Background: an optimization exercise with open tools, aiming at small area and a short achievable clock period. Do not read the settings as production practice. No functional check of the RTL was part of any run shown here. Power is estimated from default activity; no workload was simulated.

===== flow/design.v =====
module SIMD(clk,rst,opcode,funct3,funct7,rd_data1,rd_data2,rd_data3,w_add,immed,instrc_add,wr_add,wr_data);
input clk;
input rst;
input [6:0] opcode;
input [2:0] funct3;
input [6:0] funct7;
input [15:0] rd_data1;
input [15:0] rd_data2;
input [15:0] rd_data3;
input [4:0] w_add;
input [11:0] immed;
output [6:0] instrc_add;
output [4:0] wr_add;
output [15:0] wr_data;
wire alu = (opcode == 7'b0111011);
wire mac = (opcode == 7'b1001011);
wire shl = (opcode == 7'b0100011) | (opcode == 7'b1010011);
wire shr = (opcode == 7'b1100011);
wire m16 = (funct3 == 3'b001);
wire m8  = (funct3 == 3'b010);
wire m4  = (funct3 == 3'b100);
wire op_add  = alu & (funct7 == 7'b0000000);
wire op_sub  = alu & (funct7 == 7'b0100000);
wire op_mul  = alu & (funct7 == 7'b1000001);
wire op_mulh = alu & (funct7 == 7'b1000010);
wire op_madd  = mac & (funct7[1:0] == 2'b01);
wire op_maddh = mac & (funct7[1:0] == 2'b10);
wire op_and = alu & (funct7 == 7'b0001000);
wire op_or  = alu & (funct7 == 7'b0010000);
wire op_xor = alu & (funct7 == 7'b0011000);
wire op_not = alu & (funct7 == 7'b0110000);
wire lov = op_add | op_sub | op_mul | op_madd;    
wire hiv = op_mulh | op_maddh;                    
wire [15:0] imm = {{4{immed[10]}}, immed};
wire [3:0] k = imm[3:0];
wire shz = |imm[15:4];                            
wire k0 = (k == 4'd0);
wire lg = op_and | op_or | op_xor | op_not;
wire sel_lo16 = lg | (m16 & lov) | shl | (shr & k0);
wire sel_hi16 = (m16 & hiv) | (shr & ~k0);
wire ar = opcode[3];                   
wire bmul = opcode[6] | funct7[6];     
wire blog = funct7[4] | funct7[3];     
wire addsub = ar & ~bmul & ~blog;
wire sub = addsub & funct7[5];
wire sgn = ar & ~opcode[6] & funct7[6] & funct7[1];    
wire s4 = sgn & funct3[2];
wire s8 = sgn & funct3[1];
wire s16 = sgn & funct3[0];
wire i_16 = s16;
wire i_4 = s4;
wire i_4_8 = s4 | s8;
wire i_4_8_16 = s4 | s8 | s16;
wire i_8 = s8;
wire i_8_16 = s8 | s16;
wire u0 = sub;
wire u8 = sub & funct3[2];
wire u16 = sub & ~funct3[0];
wire [15:0] a = rd_data1;
wire [4:0] sha = shr ? 5'd16 - {1'b0, k} : {1'b0, k};
wire [15:0] bsh = (16'h0001 << sha[3:0]) & {16{~shz & ~ar}};
wire [15:0] lane1 = {3'b000, funct3[2], 3'b000, ~funct3[0], 3'b000, funct3[2], 4'b0001};
wire [15:0] b = ({16{ar & bmul}} & rd_data2) | ({16{addsub}} & lane1) | bsh;
wire [15:0] b8 = b & {16{~funct3[2] | ~ar}};
wire [15:0] b16 = b & {16{funct3[0] | ~ar}};
wire [15:0] csrc = ({16{ar & opcode[6]}} & rd_data3) | ({16{addsub}} & (rd_data2 ^ {16{funct7[5]}}));
wire [31:0] cc = {4'h0,
                  csrc[15:12] & {4{funct3[2]}},
                  csrc[15:12] & {4{funct3[1]}},
                  csrc[11:8] & {4{~funct3[0]}},
                  csrc[15:12] & {4{funct3[0]}},
                  (csrc[11:8] & {4{funct3[0]}}) | (csrc[7:4] & {4{funct3[2]}}),
                  csrc[7:4] & {4{~funct3[2]}},
                  csrc[3:0]};
wire p8 = ~funct3[2];   
wire p16 = funct3[0];   
wire [15:0] lres = ({16{op_and}} & (rd_data1 & rd_data2)) |
                   ({16{op_or}}  & (rd_data1 | rd_data2)) |
                   ({16{op_xor}} & (rd_data1 ^ rd_data2)) |
                   ({16{op_not}} & ~rd_data1);
wire pp1, pp2, pp3, pp4, pp5, pp6, pp7, pp8, pp9, pp10, pp11, pp12, pp13, pp14, pp15, pp16, pp17, pp18, pp19, pp20, pp21, pp22, pp23, pp24, pp25, pp26, pp27, pp28, pp29, pp30, pp31, pp32, pp33, pp34, pp35, pp36, pp37, pp38, pp39, pp40, pp41, pp42, pp43, pp44, pp45, pp46, pp47, pp48, pp49, pp50, pp51, pp52, pp53, pp54, pp55, pp56, pp57, pp58, pp59, pp60, pp61, pp62, pp63, pp64, pp65, pp66, pp67, pp68, pp69, pp70, pp71, pp72, pp73, pp74, pp75, pp76, pp77, pp78, pp79, pp80, pp81, pp82, pp83, pp84, pp85, pp86, pp87, pp88, pp89, pp90, pp91, pp92, pp93, pp94, pp95, pp96, pp97, pp98, pp99, pp100, pp101, pp102, pp103, pp104, pp105, pp106, pp107, pp108, pp109, pp110, pp111, pp112, pp113, pp114, pp115, pp116, pp117, pp118, pp119, pp120, pp121, pp122, pp123, pp124, pp125, pp126, pp127, pp128, pp129, pp130, pp131, pp132, pp133, pp134, pp135, pp136, pp137, pp138, pp139, pp140, pp141, pp142, pp143, pp144, pp145, pp146, pp147, pp148, pp149, pp150, pp151, pp152, pp153, pp154, pp155, pp156, pp157, pp158, pp159, pp160, pp161, pp162, pp163, pp164, pp165, pp166, pp167, pp168, pp169, pp170, pp171, pp172, pp173, pp174, pp175, pp176, pp177, pp178, pp179, pp180, pp181, pp182, pp183, pp184, pp185, pp186, pp187, pp188, pp189, pp190, pp191, pp192, pp193, pp194, pp195, pp196, pp197, pp198, pp199, pp200, pp201, pp202, pp203, pp204, pp205, pp206, pp207, pp208, pp209, pp210, pp211, pp212, pp213, pp214, pp215, pp216, pp217, pp218, pp219, pp220, pp221, pp222, pp223, pp224, pp225, pp226, pp227, pp228, pp229, pp230, pp231, pp232, pp233, pp234, pp235, pp236, pp237, pp238, pp239, pp240, pp241, pp242, pp243, pp244, pp245, pp246, pp247, pp248, pp249, pp250, pp251, pp252, pp253, pp254, pp255, pp256, s257, c258, s259, c260, s261, c262, s263, c264, s265, c266, s267, c268, s269, c270, s271, c272, s273, c274, s275, c276, s277, c278, s279, c280, s281, c282, s283, c284, s285, c286, s287, c288, s289, c290, s291, c292, s293, c294, s295, c296, s297, c298, s299, c300, s301, c302, k303, s304, c305, k306, s307, c308, k309, s310, c311, k312, s313, c314, k315, s316, c317, k318, s319, c320, k321, s322, c323, s324, c325, s326, c327, s328, c329, s330, c331, s332, c333, s334, c335, s336, c337, s338, c339, s340, c341, s342, c343, s344, c345, s346, c347, s348, c349, s350, c351, s352, c353, s354, c355, s356, c357, s358, c359, s360, c361, s362, c363, s364, c365, s366, c367, s368, c369, s370, c371, s372, c373, s374, c375, s376, c377, s378, c379, s380, c381, s382, c383, s384, c385, s386, c387, s388, c389, s390, c391, s392, c393, s394, c395, s396, c397, s398, c399, s400, c401, s402, c403, s404, c405, s406, c407, s408, c409, s410, c411, s412, c413, s414, c415, s416, c417, s418, c419, s420, c421, s422, c423, s424, c425, s426, c427, s428, c429, s430, c431, s432, c433, s434, c435, s436, c437, s438, c439, s440, c441, s442, c443, s444, c445, s446, c447, s448, c449, s450, c451, s452, c453, s454, c455, s456, c457, s458, c459, s460, c461, s462, c463, s464, c465, s466, c467, s468, c469, s470, c471, s472, c473, s474, c475, s476, c477, s478, c479, k480, s481, c482, k483, s484, c485, k486, s487, c488, k489, s490, c491, k492, s493, c494, k495, s496, c497, k498, s499, c500, k501, s502, c503, k504, s505, c506, k507, s508, c509, k510, s511, c512, k513, s514, c515, k516, s517, c518, k519, s520, c521, k522, s523, c524, s525, c526, s527, c528, s529, c530, s531, c532, s533, c534, s535, c536, s537, c538, s539, c540, s541, c542, s543, c544, s545, c546, s547, c548, s549, c550, s551, c552, s553, c554, s555, c556, s557, c558, s559, c560, s561, c562, s563, c564, s565, c566, s567, c568, s569, c570, s571, c572, s573, c574, s575, c576, s577, c578, s579, c580, s581, c582, s583, c584, s585, c586, s587, c588, s589, c590, s591, c592, s593, c594, s595, c596, s597, c598, s599, c600, s601, c602, s603, c604, s605, c606, s607, c608, s609, c610, s611, c612, s613, c614, s615, c616, s617, c618, s619, c620, s621, c622, s623, c624, s625, c626, s627, c628, s629, c630, s631, c632, s633, c634, s635, c636, s637, c638, s639, c640, s641, c642, s643, c644, s645, c646, s647, c648, s649, c650, s651, c652, s653, c654, s655, c656, s657, c658, s659, c660, s661, c662, s663, c664, s665, c666, s667, c668, s669, c670, s671, c672, s673, c674, s675, c676, s677, c678, s679, c680, s681, c682, s683, c684, s685, c686, s687, c688, s689, c690, s691, c692, s693, c694, s695, c696, s697, c698, s699, c700, s701, c702, s703, c704, s705, c706, k707, s708, c709, k710, s711, c712, k713, s714, c715, k716, s717, c718, k719, s720, c721, k722, s723, c724, k725, s726, c727, k728, s729, c730, k731, s732, c733, s734, c735, s736, c737, s738, c739, s740, c741, s742, c743, s744, c745, s746, c747, s748, c749, s750, c751, s752, c753, s754, c755, s756, c757, s758, c759, s760, c761, s762, c763, s764, c765, s766, c767, s768, c769, s770, c771, s772, c773, s774, c775, s776, c777, s778, c779, s780, c781, s782, c783, s784, c785, s786, c787, s788, c789, s790, c791, s792, c793, s794, c795, s796, c797, s798, c799, s800, c801, s802, c803, s804, c805;
assign pp1 = a[0] & b[0];
assign pp2 = a[0] & b[1];
assign pp3 = a[0] & b[2];
assign pp4 = (a[0] & b[3]) ^ i_4;
assign pp5 = a[0] & b8[4];
assign pp6 = a[0] & b8[5];
assign pp7 = a[0] & b8[6];
assign pp8 = (a[0] & b8[7]) ^ i_8;
assign pp9 = a[0] & b16[8];
assign pp10 = a[0] & b16[9];
assign pp11 = a[0] & b16[10];
assign pp12 = a[0] & b16[11];
assign pp13 = a[0] & b16[12];
assign pp14 = a[0] & b16[13];
assign pp15 = a[0] & b16[14];
assign pp16 = (a[0] & b16[15]) ^ i_16;
assign pp17 = a[1] & b[0];
assign pp18 = a[1] & b[1];
assign pp19 = a[1] & b[2];
assign pp20 = (a[1] & b[3]) ^ i_4;
assign pp21 = a[1] & b8[4];
assign pp22 = a[1] & b8[5];
assign pp23 = a[1] & b8[6];
assign pp24 = (a[1] & b8[7]) ^ i_8;
assign pp25 = a[1] & b16[8];
assign pp26 = a[1] & b16[9];
assign pp27 = a[1] & b16[10];
assign pp28 = a[1] & b16[11];
assign pp29 = a[1] & b16[12];
assign pp30 = a[1] & b16[13];
assign pp31 = a[1] & b16[14];
assign pp32 = (a[1] & b16[15]) ^ i_16;
assign pp33 = a[2] & b[0];
assign pp34 = a[2] & b[1];
assign pp35 = a[2] & b[2];
assign pp36 = (a[2] & b[3]) ^ i_4;
assign pp37 = a[2] & b8[4];
assign pp38 = a[2] & b8[5];
assign pp39 = a[2] & b8[6];
assign pp40 = (a[2] & b8[7]) ^ i_8;
assign pp41 = a[2] & b16[8];
assign pp42 = a[2] & b16[9];
assign pp43 = a[2] & b16[10];
assign pp44 = a[2] & b16[11];
assign pp45 = a[2] & b16[12];
assign pp46 = a[2] & b16[13];
assign pp47 = a[2] & b16[14];
assign pp48 = (a[2] & b16[15]) ^ i_16;
assign pp49 = (a[3] & b[0]) ^ i_4;
assign pp50 = (a[3] & b[1]) ^ i_4;
assign pp51 = (a[3] & b[2]) ^ i_4;
assign pp52 = a[3] & b[3];
assign pp53 = a[3] & b8[4];
assign pp54 = a[3] & b8[5];
assign pp55 = a[3] & b8[6];
assign pp56 = (a[3] & b8[7]) ^ i_8;
assign pp57 = a[3] & b16[8];
assign pp58 = a[3] & b16[9];
assign pp59 = a[3] & b16[10];
assign pp60 = a[3] & b16[11];
assign pp61 = a[3] & b16[12];
assign pp62 = a[3] & b16[13];
assign pp63 = a[3] & b16[14];
assign pp64 = (a[3] & b16[15]) ^ i_16;
assign pp65 = a[4] & b8[0];
assign pp66 = a[4] & b8[1];
assign pp67 = a[4] & b8[2];
assign pp68 = a[4] & b8[3];
assign pp69 = a[4] & b[4];
assign pp70 = a[4] & b[5];
assign pp71 = a[4] & b[6];
assign pp72 = (a[4] & b[7]) ^ i_4_8;
assign pp73 = a[4] & b16[8];
assign pp74 = a[4] & b16[9];
assign pp75 = a[4] & b16[10];
assign pp76 = a[4] & b16[11];
assign pp77 = a[4] & b16[12];
assign pp78 = a[4] & b16[13];
assign pp79 = a[4] & b16[14];
assign pp80 = (a[4] & b16[15]) ^ i_16;
assign pp81 = a[5] & b8[0];
assign pp82 = a[5] & b8[1];
assign pp83 = a[5] & b8[2];
assign pp84 = a[5] & b8[3];
assign pp85 = a[5] & b[4];
assign pp86 = a[5] & b[5];
assign pp87 = a[5] & b[6];
assign pp88 = (a[5] & b[7]) ^ i_4_8;
assign pp89 = a[5] & b16[8];
assign pp90 = a[5] & b16[9];
assign pp91 = a[5] & b16[10];
assign pp92 = a[5] & b16[11];
assign pp93 = a[5] & b16[12];
assign pp94 = a[5] & b16[13];
assign pp95 = a[5] & b16[14];
assign pp96 = (a[5] & b16[15]) ^ i_16;
assign pp97 = a[6] & b8[0];
assign pp98 = a[6] & b8[1];
assign pp99 = a[6] & b8[2];
assign pp100 = a[6] & b8[3];
assign pp101 = a[6] & b[4];
assign pp102 = a[6] & b[5];
assign pp103 = a[6] & b[6];
assign pp104 = (a[6] & b[7]) ^ i_4_8;
assign pp105 = a[6] & b16[8];
assign pp106 = a[6] & b16[9];
assign pp107 = a[6] & b16[10];
assign pp108 = a[6] & b16[11];
assign pp109 = a[6] & b16[12];
assign pp110 = a[6] & b16[13];
assign pp111 = a[6] & b16[14];
assign pp112 = (a[6] & b16[15]) ^ i_16;
assign pp113 = (a[7] & b8[0]) ^ i_8;
assign pp114 = (a[7] & b8[1]) ^ i_8;
assign pp115 = (a[7] & b8[2]) ^ i_8;
assign pp116 = (a[7] & b8[3]) ^ i_8;
assign pp117 = (a[7] & b[4]) ^ i_4_8;
assign pp118 = (a[7] & b[5]) ^ i_4_8;
assign pp119 = (a[7] & b[6]) ^ i_4_8;
assign pp120 = a[7] & b[7];
assign pp121 = a[7] & b16[8];
assign pp122 = a[7] & b16[9];
assign pp123 = a[7] & b16[10];
assign pp124 = a[7] & b16[11];
assign pp125 = a[7] & b16[12];
assign pp126 = a[7] & b16[13];
assign pp127 = a[7] & b16[14];
assign pp128 = (a[7] & b16[15]) ^ i_16;
assign pp129 = a[8] & b16[0];
assign pp130 = a[8] & b16[1];
assign pp131 = a[8] & b16[2];
assign pp132 = a[8] & b16[3];
assign pp133 = a[8] & b16[4];
assign pp134 = a[8] & b16[5];
assign pp135 = a[8] & b16[6];
assign pp136 = a[8] & b16[7];
assign pp137 = a[8] & b[8];
assign pp138 = a[8] & b[9];
assign pp139 = a[8] & b[10];
assign pp140 = (a[8] & b[11]) ^ i_4;
assign pp141 = a[8] & b8[12];
assign pp142 = a[8] & b8[13];
assign pp143 = a[8] & b8[14];
assign pp144 = (a[8] & b8[15]) ^ i_8_16;
assign pp145 = a[9] & b16[0];
assign pp146 = a[9] & b16[1];
assign pp147 = a[9] & b16[2];
assign pp148 = a[9] & b16[3];
assign pp149 = a[9] & b16[4];
assign pp150 = a[9] & b16[5];
assign pp151 = a[9] & b16[6];
assign pp152 = a[9] & b16[7];
assign pp153 = a[9] & b[8];
assign pp154 = a[9] & b[9];
assign pp155 = a[9] & b[10];
assign pp156 = (a[9] & b[11]) ^ i_4;
assign pp157 = a[9] & b8[12];
assign pp158 = a[9] & b8[13];
assign pp159 = a[9] & b8[14];
assign pp160 = (a[9] & b8[15]) ^ i_8_16;
assign pp161 = a[10] & b16[0];
assign pp162 = a[10] & b16[1];
assign pp163 = a[10] & b16[2];
assign pp164 = a[10] & b16[3];
assign pp165 = a[10] & b16[4];
assign pp166 = a[10] & b16[5];
assign pp167 = a[10] & b16[6];
assign pp168 = a[10] & b16[7];
assign pp169 = a[10] & b[8];
assign pp170 = a[10] & b[9];
assign pp171 = a[10] & b[10];
assign pp172 = (a[10] & b[11]) ^ i_4;
assign pp173 = a[10] & b8[12];
assign pp174 = a[10] & b8[13];
assign pp175 = a[10] & b8[14];
assign pp176 = (a[10] & b8[15]) ^ i_8_16;
assign pp177 = a[11] & b16[0];
assign pp178 = a[11] & b16[1];
assign pp179 = a[11] & b16[2];
assign pp180 = a[11] & b16[3];
assign pp181 = a[11] & b16[4];
assign pp182 = a[11] & b16[5];
assign pp183 = a[11] & b16[6];
assign pp184 = a[11] & b16[7];
assign pp185 = (a[11] & b[8]) ^ i_4;
assign pp186 = (a[11] & b[9]) ^ i_4;
assign pp187 = (a[11] & b[10]) ^ i_4;
assign pp188 = a[11] & b[11];
assign pp189 = a[11] & b8[12];
assign pp190 = a[11] & b8[13];
assign pp191 = a[11] & b8[14];
assign pp192 = (a[11] & b8[15]) ^ i_8_16;
assign pp193 = a[12] & b16[0];
assign pp194 = a[12] & b16[1];
assign pp195 = a[12] & b16[2];
assign pp196 = a[12] & b16[3];
assign pp197 = a[12] & b16[4];
assign pp198 = a[12] & b16[5];
assign pp199 = a[12] & b16[6];
assign pp200 = a[12] & b16[7];
assign pp201 = a[12] & b8[8];
assign pp202 = a[12] & b8[9];
assign pp203 = a[12] & b8[10];
assign pp204 = a[12] & b8[11];
assign pp205 = a[12] & b[12];
assign pp206 = a[12] & b[13];
assign pp207 = a[12] & b[14];
assign pp208 = (a[12] & b[15]) ^ i_4_8_16;
assign pp209 = a[13] & b16[0];
assign pp210 = a[13] & b16[1];
assign pp211 = a[13] & b16[2];
assign pp212 = a[13] & b16[3];
assign pp213 = a[13] & b16[4];
assign pp214 = a[13] & b16[5];
assign pp215 = a[13] & b16[6];
assign pp216 = a[13] & b16[7];
assign pp217 = a[13] & b8[8];
assign pp218 = a[13] & b8[9];
assign pp219 = a[13] & b8[10];
assign pp220 = a[13] & b8[11];
assign pp221 = a[13] & b[12];
assign pp222 = a[13] & b[13];
assign pp223 = a[13] & b[14];
assign pp224 = (a[13] & b[15]) ^ i_4_8_16;
assign pp225 = a[14] & b16[0];
assign pp226 = a[14] & b16[1];
assign pp227 = a[14] & b16[2];
assign pp228 = a[14] & b16[3];
assign pp229 = a[14] & b16[4];
assign pp230 = a[14] & b16[5];
assign pp231 = a[14] & b16[6];
assign pp232 = a[14] & b16[7];
assign pp233 = a[14] & b8[8];
assign pp234 = a[14] & b8[9];
assign pp235 = a[14] & b8[10];
assign pp236 = a[14] & b8[11];
assign pp237 = a[14] & b[12];
assign pp238 = a[14] & b[13];
assign pp239 = a[14] & b[14];
assign pp240 = (a[14] & b[15]) ^ i_4_8_16;
assign pp241 = (a[15] & b16[0]) ^ i_16;
assign pp242 = (a[15] & b16[1]) ^ i_16;
assign pp243 = (a[15] & b16[2]) ^ i_16;
assign pp244 = (a[15] & b16[3]) ^ i_16;
assign pp245 = (a[15] & b16[4]) ^ i_16;
assign pp246 = (a[15] & b16[5]) ^ i_16;
assign pp247 = (a[15] & b16[6]) ^ i_16;
assign pp248 = (a[15] & b16[7]) ^ i_16;
assign pp249 = (a[15] & b8[8]) ^ i_8_16;
assign pp250 = (a[15] & b8[9]) ^ i_8_16;
assign pp251 = (a[15] & b8[10]) ^ i_8_16;
assign pp252 = (a[15] & b8[11]) ^ i_8_16;
assign pp253 = (a[15] & b[12]) ^ i_4_8_16;
assign pp254 = (a[15] & b[13]) ^ i_4_8_16;
assign pp255 = (a[15] & b[14]) ^ i_4_8_16;
assign pp256 = a[15] & b[15];
SIMD_ha us257 (.a(u0), .b(pp1), .s(s257), .co(c258));
SIMD_fa us259 (.a(pp17), .b(pp2), .c(c258), .s(s259), .co(c260));
SIMD_fa us261 (.a(pp18), .b(pp3), .c(pp33), .s(s261), .co(c262));
SIMD_ha us263 (.a(s261), .b(c260), .s(s263), .co(c264));
SIMD_fa us265 (.a(pp19), .b(pp34), .c(pp4), .s(s265), .co(c266));
SIMD_fa us267 (.a(pp49), .b(c262), .c(s265), .s(s267), .co(c268));
SIMD_ha us269 (.a(cc[3]), .b(c264), .s(s269), .co(c270));
SIMD_fa us271 (.a((s4)), .b(pp35), .c(pp5), .s(s271), .co(c272));
SIMD_fa us273 (.a(pp65), .b(pp20), .c(pp50), .s(s273), .co(c274));
SIMD_fa us275 (.a(s271), .b(c266), .c(s273), .s(s275), .co(c276));
SIMD_fa us277 (.a(cc[4]), .b(c268), .c(s275), .s(s277), .co(c278));
SIMD_fa us279 (.a(pp21), .b(pp6), .c(pp66), .s(s279), .co(c280));
SIMD_fa us281 (.a(pp81), .b(pp36), .c(pp51), .s(s281), .co(c282));
SIMD_fa us283 (.a(c272), .b(s279), .c(c274), .s(s283), .co(c284));
SIMD_fa us285 (.a(s281), .b(cc[5]), .c(s283), .s(s285), .co(c286));
SIMD_ha us287 (.a(c276), .b(s285), .s(s287), .co(c288));
SIMD_fa us289 (.a(pp22), .b(pp37), .c(pp52), .s(s289), .co(c290));
SIMD_fa us291 (.a(pp67), .b(pp7), .c(pp82), .s(s291), .co(c292));
SIMD_fa us293 (.a(pp97), .b(c280), .c(s289), .s(s293), .co(c294));
SIMD_fa us295 (.a(s291), .b(c282), .c(cc[6]), .s(s295), .co(c296));
SIMD_fa us297 (.a(c284), .b(s293), .c(s295), .s(s297), .co(c298));
SIMD_ha us299 (.a(c286), .b(c288), .s(s299), .co(c300));
SIMD_fa us301 (.a((s4)), .b(pp23), .c(pp38), .s(s301), .co(c302));
assign k303 = c302 & p8;
SIMD_fa us304 (.a(pp53), .b(pp68), .c(pp83), .s(s304), .co(c305));
assign k306 = c305 & p8;
SIMD_fa us307 (.a(pp98), .b(pp113), .c(pp8), .s(s307), .co(c308));
assign k309 = c308 & p8;
SIMD_fa us310 (.a(c290), .b(c292), .c(s301), .s(s310), .co(c311));
assign k312 = c311 & p8;
SIMD_fa us313 (.a(s304), .b(s307), .c(cc[7]), .s(s313), .co(c314));
assign k315 = c314 & p8;
SIMD_fa us316 (.a(c294), .b(s310), .c(c296), .s(s316), .co(c317));
assign k318 = c317 & p8;
SIMD_fa us319 (.a(s313), .b(c298), .c(s316), .s(s319), .co(c320));
assign k321 = c320 & p8;
SIMD_fa us322 (.a((s8)), .b(u8), .c(pp129), .s(s322), .co(c323));
SIMD_fa us324 (.a(pp39), .b(pp54), .c(pp69), .s(s324), .co(c325));
SIMD_fa us326 (.a(pp84), .b(pp9), .c(pp99), .s(s326), .co(c327));
SIMD_fa us328 (.a(pp114), .b(pp24), .c(s322), .s(s328), .co(c329));
SIMD_fa us330 (.a(s324), .b(s326), .c(k303), .s(s330), .co(c331));
SIMD_fa us332 (.a(k306), .b(k309), .c(cc[8]), .s(s332), .co(c333));
SIMD_fa us334 (.a(s328), .b(s330), .c(k312), .s(s334), .co(c335));
SIMD_fa us336 (.a(s332), .b(k315), .c(s334), .s(s336), .co(c337));
SIMD_ha us338 (.a(k318), .b(s336), .s(s338), .co(c339));
SIMD_fa us340 (.a(pp10), .b(pp100), .c(pp130), .s(s340), .co(c341));
SIMD_fa us342 (.a(pp145), .b(pp25), .c(pp55), .s(s342), .co(c343));
SIMD_fa us344 (.a(pp70), .b(pp85), .c(pp115), .s(s344), .co(c345));
SIMD_fa us346 (.a(pp40), .b(c323), .c(c325), .s(s346), .co(c347));
SIMD_fa us348 (.a(c327), .b(s340), .c(s342), .s(s348), .co(c349));
SIMD_fa us350 (.a(s344), .b(cc[9]), .c(c329), .s(s350), .co(c351));
SIMD_fa us352 (.a(s346), .b(c331), .c(s348), .s(s352), .co(c353));
SIMD_fa us354 (.a(c333), .b(s350), .c(c335), .s(s354), .co(c355));
SIMD_fa us356 (.a(s352), .b(s354), .c(c337), .s(s356), .co(c357));
SIMD_fa us358 (.a(pp101), .b(pp11), .c(pp131), .s(s358), .co(c359));
SIMD_fa us360 (.a(pp146), .b(pp161), .c(pp26), .s(s360), .co(c361));
SIMD_fa us362 (.a(pp41), .b(pp71), .c(pp86), .s(s362), .co(c363));
SIMD_fa us364 (.a(pp116), .b(pp56), .c(c341), .s(s364), .co(c365));
SIMD_fa us366 (.a(c343), .b(s358), .c(s360), .s(s366), .co(c367));
SIMD_fa us368 (.a(s362), .b(c345), .c(c347), .s(s368), .co(c369));
SIMD_fa us370 (.a(cc[10]), .b(s364), .c(c349), .s(s370), .co(c371));
SIMD_fa us372 (.a(s366), .b(c351), .c(s368), .s(s372), .co(c373));
SIMD_fa us374 (.a(s370), .b(c353), .c(s372), .s(s374), .co(c375));
SIMD_ha us376 (.a(c355), .b(s374), .s(s376), .co(c377));
SIMD_fa us378 (.a(pp102), .b(pp12), .c(pp132), .s(s378), .co(c379));
SIMD_fa us380 (.a(pp147), .b(pp162), .c(pp177), .s(s380), .co(c381));
SIMD_fa us382 (.a(pp27), .b(pp42), .c(pp57), .s(s382), .co(c383));
SIMD_fa us384 (.a(pp87), .b(pp117), .c(pp72), .s(s384), .co(c385));
SIMD_fa us386 (.a(c359), .b(c361), .c(c363), .s(s386), .co(c387));
SIMD_fa us388 (.a(s378), .b(s380), .c(s382), .s(s388), .co(c389));
SIMD_fa us390 (.a(s384), .b(c365), .c(cc[11]), .s(s390), .co(c391));
SIMD_fa us392 (.a(c367), .b(s386), .c(s388), .s(s392), .co(c393));
SIMD_fa us394 (.a(c369), .b(c371), .c(s390), .s(s394), .co(c395));
SIMD_fa us396 (.a(s392), .b(c373), .c(s394), .s(s396), .co(c397));
SIMD_ha us398 (.a(c375), .b(s396), .s(s398), .co(c399));
SIMD_fa us400 (.a((s4)), .b(pp103), .c(pp13), .s(s400), .co(c401));
SIMD_fa us402 (.a(pp133), .b(pp148), .c(pp163), .s(s402), .co(c403));
SIMD_fa us404 (.a(pp178), .b(pp193), .c(pp28), .s(s404), .co(c405));
SIMD_fa us406 (.a(pp43), .b(pp58), .c(pp73), .s(s406), .co(c407));
SIMD_fa us408 (.a(pp118), .b(pp88), .c(c379), .s(s408), .co(c409));
SIMD_fa us410 (.a(c381), .b(c383), .c(s400), .s(s410), .co(c411));
SIMD_fa us412 (.a(s402), .b(s404), .c(s406), .s(s412), .co(c413));
SIMD_fa us414 (.a(c385), .b(c387), .c(cc[12]), .s(s414), .co(c415));
SIMD_fa us416 (.a(s408), .b(c389), .c(s410), .s(s416), .co(c417));
SIMD_fa us418 (.a(s412), .b(c391), .c(s414), .s(s418), .co(c419));
SIMD_fa us420 (.a(c393), .b(s416), .c(c395), .s(s420), .co(c421));
SIMD_fa us422 (.a(s418), .b(s420), .c(c397), .s(s422), .co(c423));
SIMD_fa us424 (.a(pp134), .b(pp14), .c(pp149), .s(s424), .co(c425));
SIMD_fa us426 (.a(pp164), .b(pp179), .c(pp194), .s(s426), .co(c427));
SIMD_fa us428 (.a(pp209), .b(pp29), .c(pp44), .s(s428), .co(c429));
SIMD_fa us430 (.a(pp59), .b(pp74), .c(pp89), .s(s430), .co(c431));
SIMD_fa us432 (.a(pp104), .b(pp119), .c(c401), .s(s432), .co(c433));
SIMD_fa us434 (.a(c403), .b(c405), .c(c407), .s(s434), .co(c435));
SIMD_fa us436 (.a(s424), .b(s426), .c(s428), .s(s436), .co(c437));
SIMD_fa us438 (.a(s430), .b(c409), .c(cc[13]), .s(s438), .co(c439));
SIMD_fa us440 (.a(s432), .b(c411), .c(c413), .s(s440), .co(c441));
SIMD_fa us442 (.a(s434), .b(s436), .c(c415), .s(s442), .co(c443));
SIMD_fa us444 (.a(s438), .b(c417), .c(s440), .s(s444), .co(c445));
SIMD_fa us446 (.a(s442), .b(c419), .c(s444), .s(s446), .co(c447));
SIMD_ha us448 (.a(c421), .b(s446), .s(s448), .co(c449));
SIMD_fa us450 (.a(pp105), .b(pp120), .c(pp135), .s(s450), .co(c451));
SIMD_fa us452 (.a(pp15), .b(pp150), .c(pp165), .s(s452), .co(c453));
SIMD_fa us454 (.a(pp180), .b(pp195), .c(pp210), .s(s454), .co(c455));
SIMD_fa us456 (.a(pp225), .b(pp30), .c(pp45), .s(s456), .co(c457));
SIMD_fa us458 (.a(pp60), .b(pp75), .c(pp90), .s(s458), .co(c459));
SIMD_fa us460 (.a(c425), .b(c427), .c(c429), .s(s460), .co(c461));
SIMD_fa us462 (.a(c431), .b(s450), .c(s452), .s(s462), .co(c463));
SIMD_fa us464 (.a(s454), .b(s456), .c(s458), .s(s464), .co(c465));
SIMD_fa us466 (.a(c433), .b(c435), .c(cc[14]), .s(s466), .co(c467));
SIMD_fa us468 (.a(c437), .b(s460), .c(s462), .s(s468), .co(c469));
SIMD_fa us470 (.a(s464), .b(c439), .c(c441), .s(s470), .co(c471));
SIMD_fa us472 (.a(s466), .b(s468), .c(c443), .s(s472), .co(c473));
SIMD_fa us474 (.a(s470), .b(c445), .c(s472), .s(s474), .co(c475));
SIMD_ha us476 (.a(c447), .b(s474), .s(s476), .co(c477));
SIMD_fa us478 (.a((s4 | s8)), .b(pp106), .c(pp121), .s(s478), .co(c479));
assign k480 = c479 & p16;
SIMD_fa us481 (.a(pp136), .b(pp151), .c(pp166), .s(s481), .co(c482));
assign k483 = c482 & p16;
SIMD_fa us484 (.a(pp181), .b(pp196), .c(pp211), .s(s484), .co(c485));
assign k486 = c485 & p16;
SIMD_fa us487 (.a(pp226), .b(pp31), .c(pp46), .s(s487), .co(c488));
assign k489 = c488 & p16;
SIMD_fa us490 (.a(pp61), .b(pp76), .c(pp91), .s(s490), .co(c491));
assign k492 = c491 & p16;
SIMD_fa us493 (.a(pp16), .b(pp241), .c(c451), .s(s493), .co(c494));
assign k495 = c494 & p16;
SIMD_fa us496 (.a(c453), .b(c455), .c(c457), .s(s496), .co(c497));
assign k498 = c497 & p16;
SIMD_fa us499 (.a(c459), .b(s478), .c(s481), .s(s499), .co(c500));
assign k501 = c500 & p16;
SIMD_fa us502 (.a(s484), .b(s487), .c(s490), .s(s502), .co(c503));
assign k504 = c503 & p16;
SIMD_fa us505 (.a(c461), .b(cc[15]), .c(s493), .s(s505), .co(c506));
assign k507 = c506 & p16;
SIMD_fa us508 (.a(c463), .b(c465), .c(s496), .s(s508), .co(c509));
assign k510 = c509 & p16;
SIMD_fa us511 (.a(s499), .b(s502), .c(c467), .s(s511), .co(c512));
assign k513 = c512 & p16;
SIMD_fa us514 (.a(s505), .b(c469), .c(s508), .s(s514), .co(c515));
assign k516 = c515 & p16;
SIMD_fa us517 (.a(c471), .b(s511), .c(s514), .s(s517), .co(c518));
assign k519 = c518 & p16;
SIMD_fa us520 (.a(c473), .b(s517), .c(c475), .s(s520), .co(c521));
assign k522 = c521 & p16;
SIMD_fa us523 (.a((s16)), .b(u16), .c(pp107), .s(s523), .co(c524));
SIMD_fa us525 (.a(pp122), .b(pp137), .c(pp152), .s(s525), .co(c526));
SIMD_fa us527 (.a(pp167), .b(pp182), .c(pp197), .s(s527), .co(c528));
SIMD_fa us529 (.a(pp212), .b(pp227), .c(pp47), .s(s529), .co(c530));
SIMD_fa us531 (.a(pp62), .b(pp77), .c(pp92), .s(s531), .co(c532));
SIMD_fa us533 (.a(pp242), .b(pp32), .c(s523), .s(s533), .co(c534));
SIMD_fa us535 (.a(s525), .b(s527), .c(s529), .s(s535), .co(c536));
SIMD_fa us537 (.a(s531), .b(k480), .c(k483), .s(s537), .co(c538));
SIMD_fa us539 (.a(k486), .b(k489), .c(k492), .s(s539), .co(c540));
SIMD_fa us541 (.a(cc[16]), .b(s533), .c(k495), .s(s541), .co(c542));
SIMD_fa us543 (.a(k498), .b(s535), .c(k501), .s(s543), .co(c544));
SIMD_fa us545 (.a(k504), .b(s537), .c(s539), .s(s545), .co(c546));
SIMD_fa us547 (.a(k507), .b(s541), .c(k510), .s(s547), .co(c548));
SIMD_fa us549 (.a(s543), .b(s545), .c(k513), .s(s549), .co(c550));
SIMD_fa us551 (.a(s547), .b(k516), .c(s549), .s(s551), .co(c552));
SIMD_ha us553 (.a(k519), .b(s551), .s(s553), .co(c554));
SIMD_fa us555 (.a(pp108), .b(pp123), .c(pp138), .s(s555), .co(c556));
SIMD_fa us557 (.a(pp153), .b(pp168), .c(pp183), .s(s557), .co(c558));
SIMD_fa us559 (.a(pp198), .b(pp213), .c(pp228), .s(s559), .co(c560));
SIMD_fa us561 (.a(pp63), .b(pp78), .c(pp93), .s(s561), .co(c562));
SIMD_fa us563 (.a(pp243), .b(pp48), .c(c524), .s(s563), .co(c564));
SIMD_fa us565 (.a(c526), .b(c528), .c(c530), .s(s565), .co(c566));
SIMD_fa us567 (.a(c532), .b(s555), .c(s557), .s(s567), .co(c568));
SIMD_fa us569 (.a(s559), .b(s561), .c(cc[17]), .s(s569), .co(c570));
SIMD_fa us571 (.a(s563), .b(c534), .c(c536), .s(s571), .co(c572));
SIMD_fa us573 (.a(s565), .b(c538), .c(c540), .s(s573), .co(c574));
SIMD_fa us575 (.a(s567), .b(s569), .c(c542), .s(s575), .co(c576));
SIMD_fa us577 (.a(s571), .b(c544), .c(c546), .s(s577), .co(c578));
SIMD_fa us579 (.a(s573), .b(s575), .c(c548), .s(s579), .co(c580));
SIMD_fa us581 (.a(s577), .b(c550), .c(s579), .s(s581), .co(c582));
SIMD_ha us583 (.a(c552), .b(s581), .s(s583), .co(c584));
SIMD_fa us585 (.a(pp109), .b(pp124), .c(pp139), .s(s585), .co(c586));
SIMD_fa us587 (.a(pp154), .b(pp169), .c(pp184), .s(s587), .co(c588));
SIMD_fa us589 (.a(pp199), .b(pp214), .c(pp229), .s(s589), .co(c590));
SIMD_fa us591 (.a(pp79), .b(pp94), .c(pp244), .s(s591), .co(c592));
SIMD_fa us593 (.a(pp64), .b(c556), .c(c558), .s(s593), .co(c594));
SIMD_fa us595 (.a(c560), .b(c562), .c(s585), .s(s595), .co(c596));
SIMD_fa us597 (.a(s587), .b(s589), .c(s591), .s(s597), .co(c598));
SIMD_fa us599 (.a(c564), .b(c566), .c(cc[18]), .s(s599), .co(c600));
SIMD_fa us601 (.a(c568), .b(s593), .c(s595), .s(s601), .co(c602));
SIMD_fa us603 (.a(s597), .b(c570), .c(c572), .s(s603), .co(c604));
SIMD_fa us605 (.a(s599), .b(c574), .c(s601), .s(s605), .co(c606));
SIMD_fa us607 (.a(c576), .b(s603), .c(c578), .s(s607), .co(c608));
SIMD_fa us609 (.a(s605), .b(c580), .c(s607), .s(s609), .co(c610));
SIMD_ha us611 (.a(c582), .b(s609), .s(s611), .co(c612));
SIMD_fa us613 (.a(pp110), .b(pp125), .c(pp155), .s(s613), .co(c614));
SIMD_fa us615 (.a(pp170), .b(pp200), .c(pp215), .s(s615), .co(c616));
SIMD_fa us617 (.a(pp230), .b(pp95), .c(pp140), .s(s617), .co(c618));
SIMD_fa us619 (.a(pp185), .b(pp245), .c(pp80), .s(s619), .co(c620));
SIMD_fa us621 (.a(c586), .b(c588), .c(c590), .s(s621), .co(c622));
SIMD_fa us623 (.a(s613), .b(s615), .c(c592), .s(s623), .co(c624));
SIMD_fa us625 (.a(s617), .b(s619), .c(c594), .s(s625), .co(c626));
SIMD_fa us627 (.a(cc[19]), .b(c596), .c(s621), .s(s627), .co(c628));
SIMD_fa us629 (.a(c598), .b(s623), .c(c600), .s(s629), .co(c630));
SIMD_fa us631 (.a(s625), .b(c602), .c(s627), .s(s631), .co(c632));
SIMD_fa us633 (.a(c604), .b(s629), .c(c606), .s(s633), .co(c634));
SIMD_fa us635 (.a(s631), .b(c608), .c(s633), .s(s635), .co(c636));
SIMD_ha us637 (.a(c610), .b(s635), .s(s637), .co(c638));
SIMD_fa us639 (.a((s4)), .b(pp111), .c(pp126), .s(s639), .co(c640));
SIMD_fa us641 (.a(pp141), .b(pp171), .c(pp201), .s(s641), .co(c642));
SIMD_fa us643 (.a(pp216), .b(pp231), .c(pp156), .s(s643), .co(c644));
SIMD_fa us645 (.a(pp186), .b(pp246), .c(pp96), .s(s645), .co(c646));
SIMD_fa us647 (.a(c614), .b(c616), .c(s639), .s(s647), .co(c648));
SIMD_fa us649 (.a(s641), .b(c618), .c(c620), .s(s649), .co(c650));
SIMD_fa us651 (.a(s643), .b(s645), .c(c622), .s(s651), .co(c652));
SIMD_fa us653 (.a(cc[20]), .b(c624), .c(s647), .s(s653), .co(c654));
SIMD_fa us655 (.a(s649), .b(c626), .c(s651), .s(s655), .co(c656));
SIMD_fa us657 (.a(c628), .b(s653), .c(c630), .s(s657), .co(c658));
SIMD_fa us659 (.a(s655), .b(c632), .c(s657), .s(s659), .co(c660));
SIMD_fa us661 (.a(c634), .b(s659), .c(c636), .s(s661), .co(c662));
SIMD_fa us663 (.a(pp127), .b(pp142), .c(pp157), .s(s663), .co(c664));
SIMD_fa us665 (.a(pp202), .b(pp217), .c(pp232), .s(s665), .co(c666));
SIMD_fa us667 (.a(pp112), .b(pp172), .c(pp187), .s(s667), .co(c668));
SIMD_fa us669 (.a(pp247), .b(c640), .c(c642), .s(s669), .co(c670));
SIMD_fa us671 (.a(s663), .b(s665), .c(c644), .s(s671), .co(c672));
SIMD_fa us673 (.a(c646), .b(s667), .c(cc[21]), .s(s673), .co(c674));
SIMD_fa us675 (.a(c648), .b(s669), .c(c650), .s(s675), .co(c676));
SIMD_fa us677 (.a(s671), .b(c652), .c(s673), .s(s677), .co(c678));
SIMD_fa us679 (.a(c654), .b(s675), .c(c656), .s(s679), .co(c680));
SIMD_fa us681 (.a(s677), .b(c658), .c(s679), .s(s681), .co(c682));
SIMD_ha us683 (.a(c660), .b(s681), .s(s683), .co(c684));
SIMD_fa us685 (.a(pp143), .b(pp158), .c(pp173), .s(s685), .co(c686));
SIMD_fa us687 (.a(pp188), .b(pp203), .c(pp218), .s(s687), .co(c688));
SIMD_fa us689 (.a(pp233), .b(pp128), .c(pp248), .s(s689), .co(c690));
SIMD_fa us691 (.a(c664), .b(c666), .c(s685), .s(s691), .co(c692));
SIMD_fa us693 (.a(s687), .b(c668), .c(s689), .s(s693), .co(c694));
SIMD_fa us695 (.a(c670), .b(cc[22]), .c(c672), .s(s695), .co(c696));
SIMD_fa us697 (.a(s691), .b(s693), .c(c674), .s(s697), .co(c698));
SIMD_fa us699 (.a(c676), .b(s695), .c(c678), .s(s699), .co(c700));
SIMD_fa us701 (.a(s697), .b(c680), .c(s699), .s(s701), .co(c702));
SIMD_ha us703 (.a(c682), .b(s701), .s(s703), .co(c704));
SIMD_fa us705 (.a((s4)), .b(pp159), .c(pp174), .s(s705), .co(c706));
assign k707 = c706 & p8;
SIMD_fa us708 (.a(pp189), .b(pp204), .c(pp219), .s(s708), .co(c709));
assign k710 = c709 & p8;
SIMD_fa us711 (.a(pp234), .b(pp144), .c(pp249), .s(s711), .co(c712));
assign k713 = c712 & p8;
SIMD_fa us714 (.a(c686), .b(c688), .c(s705), .s(s714), .co(c715));
assign k716 = c715 & p8;
SIMD_fa us717 (.a(s708), .b(c690), .c(s711), .s(s717), .co(c718));
assign k719 = c718 & p8;
SIMD_fa us720 (.a(cc[23]), .b(c692), .c(s714), .s(s720), .co(c721));
assign k722 = c721 & p8;
SIMD_fa us723 (.a(c694), .b(s717), .c(c696), .s(s723), .co(c724));
assign k725 = c724 & p8;
SIMD_fa us726 (.a(s720), .b(c698), .c(s723), .s(s726), .co(c727));
assign k728 = c727 & p8;
SIMD_fa us729 (.a(c700), .b(s726), .c(c702), .s(s729), .co(c730));
assign k731 = c730 & p8;
SIMD_fa us732 (.a((s8)), .b(u8), .c(pp175), .s(s732), .co(c733));
SIMD_fa us734 (.a(pp190), .b(pp205), .c(pp220), .s(s734), .co(c735));
SIMD_fa us736 (.a(pp235), .b(pp160), .c(pp250), .s(s736), .co(c737));
SIMD_fa us738 (.a(s732), .b(s734), .c(k707), .s(s738), .co(c739));
SIMD_fa us740 (.a(k710), .b(s736), .c(k713), .s(s740), .co(c741));
SIMD_fa us742 (.a(cc[24]), .b(s738), .c(k716), .s(s742), .co(c743));
SIMD_fa us744 (.a(s740), .b(k719), .c(k722), .s(s744), .co(c745));
SIMD_fa us746 (.a(s742), .b(k725), .c(s744), .s(s746), .co(c747));
SIMD_ha us748 (.a(k728), .b(s746), .s(s748), .co(c749));
SIMD_fa us750 (.a(pp191), .b(pp206), .c(pp221), .s(s750), .co(c751));
SIMD_fa us752 (.a(pp236), .b(pp176), .c(pp251), .s(s752), .co(c753));
SIMD_fa us754 (.a(c733), .b(c735), .c(s750), .s(s754), .co(c755));
SIMD_fa us756 (.a(c737), .b(s752), .c(cc[25]), .s(s756), .co(c757));
SIMD_fa us758 (.a(c739), .b(s754), .c(c741), .s(s758), .co(c759));
SIMD_fa us760 (.a(s756), .b(c743), .c(s758), .s(s760), .co(c761));
SIMD_fa us762 (.a(c745), .b(s760), .c(c747), .s(s762), .co(c763));
SIMD_fa us764 (.a(pp207), .b(pp222), .c(pp237), .s(s764), .co(c765));
SIMD_fa us766 (.a(pp192), .b(pp252), .c(c751), .s(s766), .co(c767));
SIMD_fa us768 (.a(s764), .b(c753), .c(cc[26]), .s(s768), .co(c769));
SIMD_fa us770 (.a(s766), .b(c755), .c(c757), .s(s770), .co(c771));
SIMD_fa us772 (.a(s768), .b(c759), .c(s770), .s(s772), .co(c773));
SIMD_ha us774 (.a(c761), .b(s772), .s(s774), .co(c775));
SIMD_fa us776 (.a(pp223), .b(pp238), .c(pp208), .s(s776), .co(c777));
SIMD_fa us778 (.a(pp253), .b(c765), .c(s776), .s(s778), .co(c779));
SIMD_fa us780 (.a(c767), .b(cc[27]), .c(s778), .s(s780), .co(c781));
SIMD_fa us782 (.a(c769), .b(s780), .c(c771), .s(s782), .co(c783));
SIMD_ha us784 (.a(c773), .b(s782), .s(s784), .co(c785));
SIMD_fa us786 (.a((s4)), .b(pp239), .c(pp224), .s(s786), .co(c787));
SIMD_fa us788 (.a(pp254), .b(c777), .c(s786), .s(s788), .co(c789));
SIMD_fa us790 (.a(cc[28]), .b(c779), .c(s788), .s(s790), .co(c791));
SIMD_fa us792 (.a(c781), .b(s790), .c(c783), .s(s792), .co(c793));
SIMD_fa us794 (.a(pp240), .b(pp255), .c(c787), .s(s794), .co(c795));
SIMD_fa us796 (.a(cc[29]), .b(s794), .c(c789), .s(s796), .co(c797));
SIMD_ha us798 (.a(c791), .b(s796), .s(s798), .co(c799));
SIMD_fa us800 (.a(pp256), .b(cc[30]), .c(c795), .s(s800), .co(c801));
SIMD_ha us802 (.a(s800), .b(c797), .s(s802), .co(c803));
SIMD_fa us804 (.a((s4 | s8 | s16)), .b(cc[31]), .c(c801), .s(s804), .co(c805));
wire [31:0] tx = {c803, c799, c793, c785, c775, c763, c749, k731, c704, c684, c662, c638, c612, c584, c554, k522, c477, c449, c423, c399, c377, c357, c339, k321, c300, s297, c278, c270, s267, cc[2], cc[1], cc[0]};
wire [31:0] ty = {s804, s802, s798, s792, s784, s774, s762, s748, s729, s703, s683, s661, s637, s611, s583, s553, s520, s476, s448, s422, s398, s376, s356, s338, s319, s299, s287, s277, s269, s263, s259, s257};
reg [4:0] pc;
reg [4:0] wr_add_r;
always @(posedge clk) begin
    if (!rst) begin
        pc <= 5'd0;
        wr_add_r <= 5'd0;
    end else begin
        pc <= pc + 5'd1;
        wr_add_r <= w_add;
    end
end
assign instrc_add = {pc, 2'b00};
assign wr_add = wr_add_r;
wire [31:0] nx = tx | {16'h0000, lres};
reg [31:0] rx, ry;
reg r_k8, r_k16;
reg [5:0] rsel;
always @(posedge clk) begin
    rx <= nx;
    ry <= ty;
    r_k8 <= p8;
    r_k16 <= p16;
    if (!rst) rsel <= 6'd0;
    else rsel <= {m4 & hiv, m4 & lov, m8 & hiv, m8 & lov, sel_hi16, sel_lo16};
end
wire [34:0] gx = {rx[31:24], r_k8, rx[23:16], r_k16, rx[15:8], r_k8, rx[7:0]};
wire [34:0] gy = {ry[31:24], 1'b0, ry[23:16], 1'b0, ry[15:8], 1'b0, ry[7:0]};
wire [34:0] gs = gx + gy;
wire [31:0] P = {gs[34:27], gs[25:18], gs[16:9], gs[7:0]};
wire [15:0] res = ({16{rsel[0]}} & P[15:0]) | ({16{rsel[1]}} & P[31:16]) |
                  ({16{rsel[2]}} & {P[23:16], P[7:0]}) | ({16{rsel[3]}} & {P[31:24], P[15:8]}) |
                  ({16{rsel[4]}} & {P[27:24], P[19:16], P[11:8], P[3:0]}) |
                  ({16{rsel[5]}} & {P[31:28], P[23:20], P[15:12], P[7:4]});
assign wr_data = res;
endmodule
module SIMD_fa(input a, input b, input c, output s, output co);
assign s = a ^ b ^ c;
assign co = (a & b) | (c & (a ^ b));
endmodule
module SIMD_ha(input a, input b, output s, output co);
assign s = a ^ b;
assign co = a & b;
endmodule

===== flow/run.sh =====
#!/bin/bash
# synth_recipe.tcl (not shown) runs the flow's synth.tcl, then flattens the netlist and writes it again
# the make line also repeats each setting of config.mk as NAME=value (left out here)
make -C /OpenROAD-flow-scripts/flow DESIGN_CONFIG=/design/flow/config.mk WORK_HOME=/design/flow/orfs CLKGATE_MAP_FILE= SYNTH_SCRIPT=/design/flow/synth_recipe.tcl finish

===== flow/config.mk =====
export PLATFORM = sky130hd
export DESIGN_NAME = SIMD
export DESIGN_NICKNAME = SIMD
export VERILOG_FILES = /design/flow/design.v
export SDC_FILE = /design/flow/constraint.sdc
export NUM_CORES = 4
export LEC_CHECK = 0
export CAP_MARGIN = 20
export CORE_MARGIN = 2
export CORE_UTILIZATION = 40
export SETUP_SLACK_MARGIN = 4
export SLEW_MARGIN = 20
export SYNTH_HIERARCHICAL = 1
export SYNTH_MINIMUM_KEEP_SIZE = 0

===== flow/constraint.sdc =====
create_clock -name core_clock -period 10.6 [get_ports {clk}]
set_input_delay 2.1200 -clock core_clock [delete_from_list [all_inputs] [get_ports {clk}]]
set_output_delay 2.1200 -clock core_clock [all_outputs]
set_load 0.01 [all_outputs]

==> results of run 1 <==
==> critical path: stages <==
cell and delay (ps):
sky130_fd_sc_hd__buf_12 100, sky130_fd_sc_hd__nand4bb_4 250, sky130_fd_sc_hd__or2_4 310, sky130_fd_sc_hd__a21o_1 200, sky130_fd_sc_hd__a21oi_2 180, sky130_fd_sc_hd__nor2_4 70, sky130_fd_sc_hd__buf_4 130, sky130_fd_sc_hd__a22oi_2 200
sky130_fd_sc_hd__buf_12 210, sky130_fd_sc_hd__nor2_1 90, sky130_fd_sc_hd__fa_1 460, sky130_fd_sc_hd__fa_1 400, sky130_fd_sc_hd__and2_1 180, sky130_fd_sc_hd__fa_2 350, sky130_fd_sc_hd__fa_2 540, sky130_fd_sc_hd__fa_2 440
sky130_fd_sc_hd__fa_1 520, sky130_fd_sc_hd__ha_2 260
==> modules after synthesis, one instance, submodules excluded <==
| module | cell area (um2) | copies in the design | cells | flip-flops and latches |
|---|---|---|---|---|
| SIMD_fa | 20.0 | 238 | 1 | 0 |
| SIMD_ha | 12.5 | 21 | 1 | 0 |
| SIMD | 8090 | 1 | 1177 | 82 |
==> registers in the layout (all words and copies together), names as in the netlist <==
| register | flops |
|---|---|
| ry | 32 |
| r_k8 | 1 |
| r_k16 | 1 |
| rsel | 6 |
| wr_add_r | 5 |
| pc | 5 |
| rx | 32 |
==> synth_stat cells, drive strengths merged, types with 16 or more instances <==
cell    instances
a21o           32
a22oi          19
o21ai          64
ha             88
xnor2          47
fa            239
xor2           35
inv            43
clkbuf         65
nand3          16
dfxtp          82
nand2          92
and2           37
nor2b          27
a21oi          71
nor3           36
nor2          262
==> stage by stage <==
stage / instance area, um2 / setup slack (ps) / instances / hold slack, ps / total power [mW]
floorplan: 13400 / 3510 / 1441 / 476 / 1.12
global placement: 14900 / 2460 / 1935 / 454 / 1.49
detailed placement: 14900 / 2340 / 1936 / 467 / 1.50
CTS: 16600 / 3910 / 2027 / 486 / 1.94
global route: 17000 / 3720 / 2042 / 519 / 2.11
finish: 17000 / 3780 / 2042 / 484 / 1.99
==> area by class of cell <==
type | count | area share [%]
clock buffer | 9 | 1.33
clock inverter | 7 | 0.751
inverter | 50 | 1.19
multi-input combinational | 1237 | 71.1
sequential | 82 | 9.66
tap | 442 | 3.25
timing repair buffer | 215 | 12.8
==> final timing paths <==
path / startpoint / end / slack [ps] / cells after the start
min: pc[0] / pc[0] / 480 / 1
min reg2reg: pc[0] / pc[0] / 480 / 1
max reg2reg: pc[0] / pc[4] / 9540 / 4
max: opcode[3] / ry[17] / 3780 / 18
==> report_power, final <==
group / internal [mW] / switching, mW / leakage, nW
registers: 0.386 / 0.0320 / 0.678
logic: 0.485 / 0.715 / 6.67
clock network: 0.234 / 0.134 / 0.173
total: 1.10 / 0.880 / 7.52
==> routing by layer <==
| metal | GRT usage [%] | wire length, um | vias up |
|---|---|---|---|
| met5 | 0 | 0 | - |
| li1 | - | - | 5188 |
| met4 | 13.1 | 2550 | 0 |
| met1 | 40.3 | 20800 | 5975 |
| met3 | 7.33 | 5200 | 142 |
| met2 | 48.5 | 23100 | 692 |
==> what timing repair did <==
item,in CTS,in global routing
pin swaps,86,57
buffers inserted,68,15
hold buffers,0,0
cloned,7,0
endpoints found under the setup margin,48,34
gates resized for setup,220,95
==> kinds of logic after synthesis <==
group	share of synthesized area [%]
AO/OA/AOI/OAI	14.1
XOR/XNOR	5.48
adder cells (fa/ha/maj)	44.9
buffers and inverters	3.75
flip-flops	12.5
multiplexers	0.773
other	0.0286
AND/OR/NAND/NOR	18.5
==> impl.org, run 1 <==
** Outcome
- Result of the run :: finished clean

** Floorplan
- The core region is 0.0325 mm2.
- The initial utilization of the core area, before any placement, comes to 40.4%.
- X dimension of the die :: 185 um
- For this design the top-level I/O count stands at 112.
- Die Y :: 185 um
- The die covers 0.0343 mm2.
- Site row count :: 66

** Placement
- Port buffering added 109 buffers.
- At the end of routability-driven placement, the weighted congestion stood at 0.985.
- Summed over all nets, the half-perimeter wirelength after detailed placement is 38,600 um.

** Global routing
- The number of global-route vias before repair came to 12,100.
- GRT Util Overall :: 30.7%
- The number of antenna violations at the first check in global routing came to 0.
- Largest net degree at the start of global routing :: 39
- The first global-routing pass estimated 76,300 um of wire.
- Global routing finished with a remaining overflow of 0.

** Layout
- Register area :: 0.00164 mm2
- From synthesis to final layout, the design area changed by 29.6%.
- For this run, the post-layout net count is 2,006.
- Number of fill cells in the layout :: 2,915
- Total inserted antenna cells :: 0
- Layout cell share with drive strength beyond 1 :: 24.1%
- Leaving out fill and tap cells, the most frequent cells in the layout are sky130_fd_sc_hd__nor2_1 (224), sky130_fd_sc_hd__fa_1 (139), sky130_fd_sc_hd__fa_2 (100).
- The library cell used most frequently in the layout, excluding fill and tap cells, is sky130_fd_sc_hd__nor2_1.
- Multi-input gate area in the final layout :: 0.0121 mm2
- Final core utilization :: 52.4%

** Power
- The analysis attributes to cell leakage a power of 7.52 nW.
- The worst-case IR drop observed on VDD is 0.0993 mV.
- Power spread over the standard cell area amounts to 117 mW/mm2.

** Logic synthesis
- Number of flops mapped to enable cells by yosys :: 0
- Yosys printed 7 warnings.
- Post-synthesis cell area :: 0.0131 mm2
- Of all cell types, the one taking the most synthesized area is sky130_fd_sc_hd__fa_1.
- Counting distinct cell types in the post-synthesis netlist gives 70.
- Average size of a mapped cell :: 9.13 um2
- Of the post-synthesis cell area, the dominant cell type holds 36.5%.
- Largest cells by area after synthesis :: sky130_fd_sc_hd__fa_1 (36%), sky130_fd_sc_hd__dfxtp_1 (13%), sky130_fd_sc_hd__ha_1 (8.4%)
- Post-synthesis cell count :: 1,436
- Primary FF master, synth :: sky130_fd_sc_hd__dfxtp_1
- Fraction of the yosys area taken by sequential cells :: 12.5%
- Counting flops with an async set or reset pin after synthesis yields a share of 0%.
- Synthesis inferred 82 register bits.

** Routing
- In this run, the number of DRC markers left after iteration 0 of detailed routing was 1,139.
- In the routed layout, each cell is associated on average with a via count of 5.88.
- After detailed routing, the average wire length per cell comes to 25.3 um.
- Once detail routing completed, the nets flagged for antenna violations numbered 0.
- In the routed design, unresolved DRC markers number 0.
- Wires add up to 51,700 um.
- The final route contains 12,000 vias.
- The first detailed-routing pass ran for 5 iterations.

** Clock network
- After clock tree synthesis, the clock-pin slew on the worst setup and hold paths is 70 ps.
- At the later pin of the worst-skew pair, clock insertion delay measures 340 ps.
- In this run the deepest clock path goes through 2 buffers.
- The H-tree generated during clock tree synthesis spans 3 levels.
- Counting the buffers created by CTS gives 9.
- Number of clock sinks :: 82
- Library cell used as clock root buffer :: sky130_fd_sc_hd__clkbuf_16
- TritonCTS built the clock tree.

** STA
- Setup repair after global routing could not meet its margin everywhere.
- Final min period :: 6820 ps
- Worst slew slack as a fraction of its limit :: 34.8%
- Setup violation total in the final timing report :: 0
- Achievable frequency :: 0.147 GHz
- Worst Clk Skew :: 3.87 ps
- The count of final hold-check violations was 0.
- Worst-margin pin slew :: 979 ps
- The number of max-slew violations in the final report was 0.
- Final period util :: 64.3%
- Post-route setup TNS :: 0 ps

** Run
- Max capacitance violation total :: 0

** Setup path
- Startpoint kind of the worst setup timing path :: input port
- Arrival time of the worst setup path :: 7050 ps
- STA classifies the critical path endpoint as a register.
- In this run the worst path has a maximum fanout of 16.
- Data required time of the critical path :: 10,830 ps
- Setup Crit Path Kind :: input port to register

** Min path
- Worst hold path class :: register to register
==> run 2: changes to the inputs <==
--- a/flow/config.mk
+++ b/flow/config.mk
@@ -10,3 +10,3 @@
 export CORE_UTILIZATION = 40
-export SETUP_SLACK_MARGIN = 4
+export SETUP_SLACK_MARGIN = 5
 export SLEW_MARGIN = 20
==> impl.org, run 2 <==
** Outcome
- Result of the run :: finished clean

** Logic synthesis
- The area fraction in compound gates after synthesis came to 14.1% (unchanged).
- Average size of a mapped cell :: 9.13 um2 (unchanged)
- Share of flip-flops with an asynchronous set or reset :: 0% (unchanged)
- The number of enable flip-flop cells after synthesis came to 0 (unchanged).
- Area share of and/or/nand/nor cells after synthesis :: 18.5% (unchanged)
- The multiplexer share of the synthesized area came to 0.773% (unchanged).
- In the synthesized netlist, the cells that appear most often are sky130_fd_sc_hd__nor2_1 (261), sky130_fd_sc_hd__fa_1 (239), sky130_fd_sc_hd__nand2_1 (91).
- The synthesized cell area came to 0.0131 mm2 (unchanged).
- The share of Yosys cell area claimed by the top area cell type came to 36.5% (unchanged).
- Most instantiated library cell after synthesis :: sky130_fd_sc_hd__nor2_1
- Xor and xnor fraction of the mapped netlist area :: 5.48% (unchanged)
- Post-Synth Adder-Cell Area :: 44.9% (unchanged)
- sky130_fd_sc_hd__fa_1 takes more of the synthesized area than any other cell.
- Synthesis-stage register bit count :: 82 (unchanged)
- The synthesized instance count came to 1,436 (unchanged).
- Largest cells by area after synthesis :: sky130_fd_sc_hd__fa_1 (36%), sky130_fd_sc_hd__dfxtp_1 (13%), sky130_fd_sc_hd__ha_1 (8.4%)
- The proportion of synthesized chip area in sequential cells came to 12.5% (unchanged).
- By area, the combinational part of the netlist is dominated by adder cells.
- Count of unique library cells instantiated by Yosys :: 70 (unchanged)
- Warnings from Yosys :: 7 (unchanged)
- Primary FF master, synth :: sky130_fd_sc_hd__dfxtp_1

** Routing
- The average detailed-routed wire length per instance is 25.2 um (-0.30%).
- The number of vias in the routed layout is 12,100 (+0.81%).
- Starting DRC count in detailed routing :: 1,276 (+12%)
- Via density per instance :: 5.85 (-0.41%)
- The number of detailed-route iterations in the first pass is 5 (unchanged).
- The wire length reported by the detailed router is 52,100 um (+0.92%).
- Remaining design rule violation count :: 0 (unchanged)
- ANT nets after route :: 0 (unchanged)

** Power
- The leakage power summed over all cells was 7.75 nW (+3.1%).
- IR drop worst, VDD :: 0.0936 mV (-5.8%)
- Total power consumption of the routed design :: 2.03 mW (+2.2%)
- Total power density per cell area :: 116 mW/mm2 (-0.47%)

** STA
- Final Hold Slack :: 488 ps (+4.09 ps)
- The count of final setup violators came to 0 (unchanged).
- Unrepaired setup endpoints after global routing :: true
- Post-route setup TNS :: 0 ps (unchanged)
- The number of max-slew violations in the final report was 0 (unchanged).
- The count of final hold-check violations came to 0 (unchanged).
- The headroom to the max-slew limit came to 24.0% (-11 points).
- The share of the cycle needed by the critical path after routing came to 64.9% (+0.53 points).
- Worst-margin pin slew :: 1140 ps (+161 ps)
- The shortest clock period the worst path allows after layout was 6880 ps (+56.3 ps).
- Worst Clk Skew :: 1.41 ps (-2.46 ps)
- The maximum frequency from static timing analysis is 0.145 GHz (-0.82%).

** Placement
- Number of port buffers :: 109 (unchanged)
- The detailed-placement wirelength estimate is 38,200 um (-0.97%).
- The weighted congestion reported at the end of routability-driven placement is 0.986 (+0.16%).
- Number of placed cells counting well taps :: 1,936 (unchanged)

** Run
- Max capacitance violation total :: 0 (unchanged)

** Floorplan
- The initial cell density of the core was 40.4% (unchanged).
- Full die area :: 0.0343 mm2 (unchanged)
- Core region area :: 0.0325 mm2 (unchanged)
- Site row count :: 66 (unchanged)
- The die width is 185 um (unchanged).
- Die Y :: 185 um (unchanged)
- Number of top-level pins :: 112 (unchanged)

** Layout
- The non-filler instance count after layout was 2,067 (+1.2%).
- The fraction of layout cells with a size suffix above 1 was 28.2% (+4.1 points).
- NumNets Final :: 2,029 (+1.1%)
- Number of fill cells in the layout :: 2,897 (-0.62%)
- The largest registers in the layout are rx: 32 flops, ry: 32 flops, rsel: 6 flops.
- Leaving out fill and tap cells, the most frequent cell in the layout is sky130_fd_sc_hd__nor2_1.
- Leaving out fill and tap cells, the most frequent cells in the layout are sky130_fd_sc_hd__nor2_1 (215), sky130_fd_sc_hd__fa_2 (123), sky130_fd_sc_hd__fa_1 (116).
- The final core utilization is 53.7% (+1.4 points).
- Compared with the post-synthesis result, the final layout area differs by 33.0%.

** Setup path
- Arrival time of the worst setup path :: 7160 ps (+110 ps)
- Startpoint kind of the worst setup timing path :: input port
- The startpoint identified for the worst register-to-register timing path is pc[0].
- Number of cell instances on the worst register-to-register path :: 4 (unchanged)
- R2r setup slk :: 9540 ps (about the same)
- Crit path capture type :: register
- The required time of the worst setup path was 10,890 ps (+60 ps).
- Following the worst setup path forward leads to its endpoint at ry[20].
- The critical path starts at rd_data1[4].
- The endpoint identified for the worst register-to-register timing path is pc[4].
- Worst-path maximum fanout :: 9 (-7)
- Setup Crit Path Kind :: input port to register

** Clock network
- The maximum level of the CTS H-tree came to 3 (unchanged).
- The number of buffers inserted for hold repair after clock tree synthesis was 0 (unchanged).
- Max Buffers Root-to-Sink :: 2 (unchanged)
- The clock sink count is 82 (unchanged).
- TritonCTS built the clock tree.
- The clock network latency to the later pin of the worst-skew pair was 350 ps (about the same).
- Library cell used as clock root buffer :: sky130_fd_sc_hd__clkbuf_16
- The total CTS buffers was 9 (unchanged).
- The clock input transition at the sequential cells of the worst setup and hold paths came to 70 ps (about the same).

** Global routing
- The number of global-route vias before repair came to 12,300 (+1.2%).
- Overflow left after global routing :: 0 (unchanged)
- Largest net degree at the start of global routing :: 34 (-13%)
- Initial antenna violation count :: 5 (+5)
- First-pass GRT wire length :: 77,100 um (+1.1%)
- The total global routing track utilization came to 30.8% (+0.12 points).

** Min path
- Worst hold path class :: register to register
## run 2: changes by cell type in the layout (fill, tap and decap cells not counted), moves of 8 or more
cell | before | now
sky130_fd_sc_hd__nand2_1 | 79 | 87
sky130_fd_sc_hd__o21ai_0 | 54 | 41
sky130_fd_sc_hd__buf_6 | 26 | 35
sky130_fd_sc_hd__o21ai_1 | 5 | 13
sky130_fd_sc_hd__nor2_1 | 224 | 215
sky130_fd_sc_hd__clkdlybuf4s50_1 | 94 | 86
sky130_fd_sc_hd__fa_1 | 139 | 116
sky130_fd_sc_hd__fa_2 | 100 | 123
sky130_fd_sc_hd__ha_4 | 3 | 12
sky130_fd_sc_hd__buf_4 | 64 | 81
sky130_fd_sc_hd__nand2_2 | 11 | 2
## run 2: per-stage QoR
step / worst slack [ps] / instance area (um2)
3_5_place_dp: 2390 / 14900
3_3_place_gp: 2530 / 14900
5_1_grt: 3660 / 17400
2_1_floorplan: 3510 / 13500
4_1_cts: 3890 / 17000
6_report: 3720 / 17400
## run 2: worst min path at each step
stage	start	to	slack, ps	cells past startpoint
global placement	pc[0]	pc[0]	460	1
CTS	pc[0]	pc[0]	490	1
global route	pc[0]	pc[0]	510	1
finish	pc[0]	pc[0]	490	1
floorplan	pc[0]	pc[0]	480	1
detailed placement	pc[0]	pc[0]	470	1
## run 2: area by class of cell
class,count,area (um2),share of cell area (%)
antenna,2,5.00,0.0287
timing repair buffer,241,2430,13.9
clock inverter,7,106,0.610
tap,442,553,3.17
inverter,50,199,1.14
clock buffer,9,225,1.29
multi-input combinational,1234,12300,70.4
sequential,82,1640,9.41
## run 2: metal layers
layer	vias to the layer above	track usage (%)	wire, um
li1	5228	-	-
met4	0	12.0	2180
met5	-	0	0
met2	674	48.7	23400
met3	119	5.78	4660
met1	6073	41.9	21900
## run 2: Yosys stat by module, one instance, submodules excluded
module / flip-flops and latches / cells / copies in the design / cell area [um2]
SIMD_ha: 0 / 1 / 21 / 12.5
SIMD: 82 / 1177 / 1 / 8090
SIMD_fa: 0 / 1 / 238 / 20.0
## run 2: what timing repair did
action | in CTS | in global routing
cloned | 6 | 1
setup endpoints to repair | 74 | 62
setup buffers | 82 | 24
pin swaps | 90 | 73
hold endpoints to repair | 0 | 0
gates resized for setup | 318 | 73
## run 2: cell families after synthesis
group | after synthesis
mux | 10
simple gates | 527
flops | 82
buf+inv | 126
other cells | 1
compound gates | 281
fa+ha+maj | 327
xor+xnor | 82
## run 2: report_power, final
group | switching, mW | internal [mW]
registers | 0.0336 | 0.386
clock network | 0.139 | 0.211
logic | 0.736 | 0.523
## run 2: critical path, cell delays in order
cell and delay, ps:
sky130_fd_sc_hd__clkdlybuf4s50_1 830, sky130_fd_sc_hd__clkinv_1 710, sky130_fd_sc_hd__nor3_1 490, sky130_fd_sc_hd__fa_2 290, sky130_fd_sc_hd__fa_1 450, sky130_fd_sc_hd__fa_1 530
sky130_fd_sc_hd__fa_2 370, sky130_fd_sc_hd__fa_1 460, sky130_fd_sc_hd__fa_2 360, sky130_fd_sc_hd__fa_2 540

[separate check: timing with driven ports]
In the flow no input, the clock included, has a driving cell. The finished layouts below were timed again as built, in two steps. Step 1 (the two cells are an assumption about what drives the block):
set clk [get_ports {clk}]
set_driving_cell -lib_cell sky130_fd_sc_hd__clkbuf_16 $clk
set_driving_cell -lib_cell sky130_fd_sc_hd__buf_2 [delete_from_list [all_inputs] $clk]
Step 2 moves the port delays by t, midway between the first and last clock arrival at a register: inputs arrive t later, outputs are due t later. That takes back most of the time a late clock gives input paths. a / b / c = no drivers / after step 1 / after step 2; a / b = the first two.
run	shift t [ns]	slack for setup (ns)	worst hold slack (ns)	latest minus earliest clock arrival (ns)
run 1	0.386	3.779 / 3.771 / 3.386	0.484 / 0.484 / 0.484	0.011 / 0.011
run 2	0.391	3.723 / 3.746 / 3.355	0.488 / 0.488 / 0.488	0.009 / 0.010
After both steps every run listed still meets setup and hold. The setup slack of run 1, which loses most, moves by -0.008 ns with the drivers and by -0.393 ns with both steps.
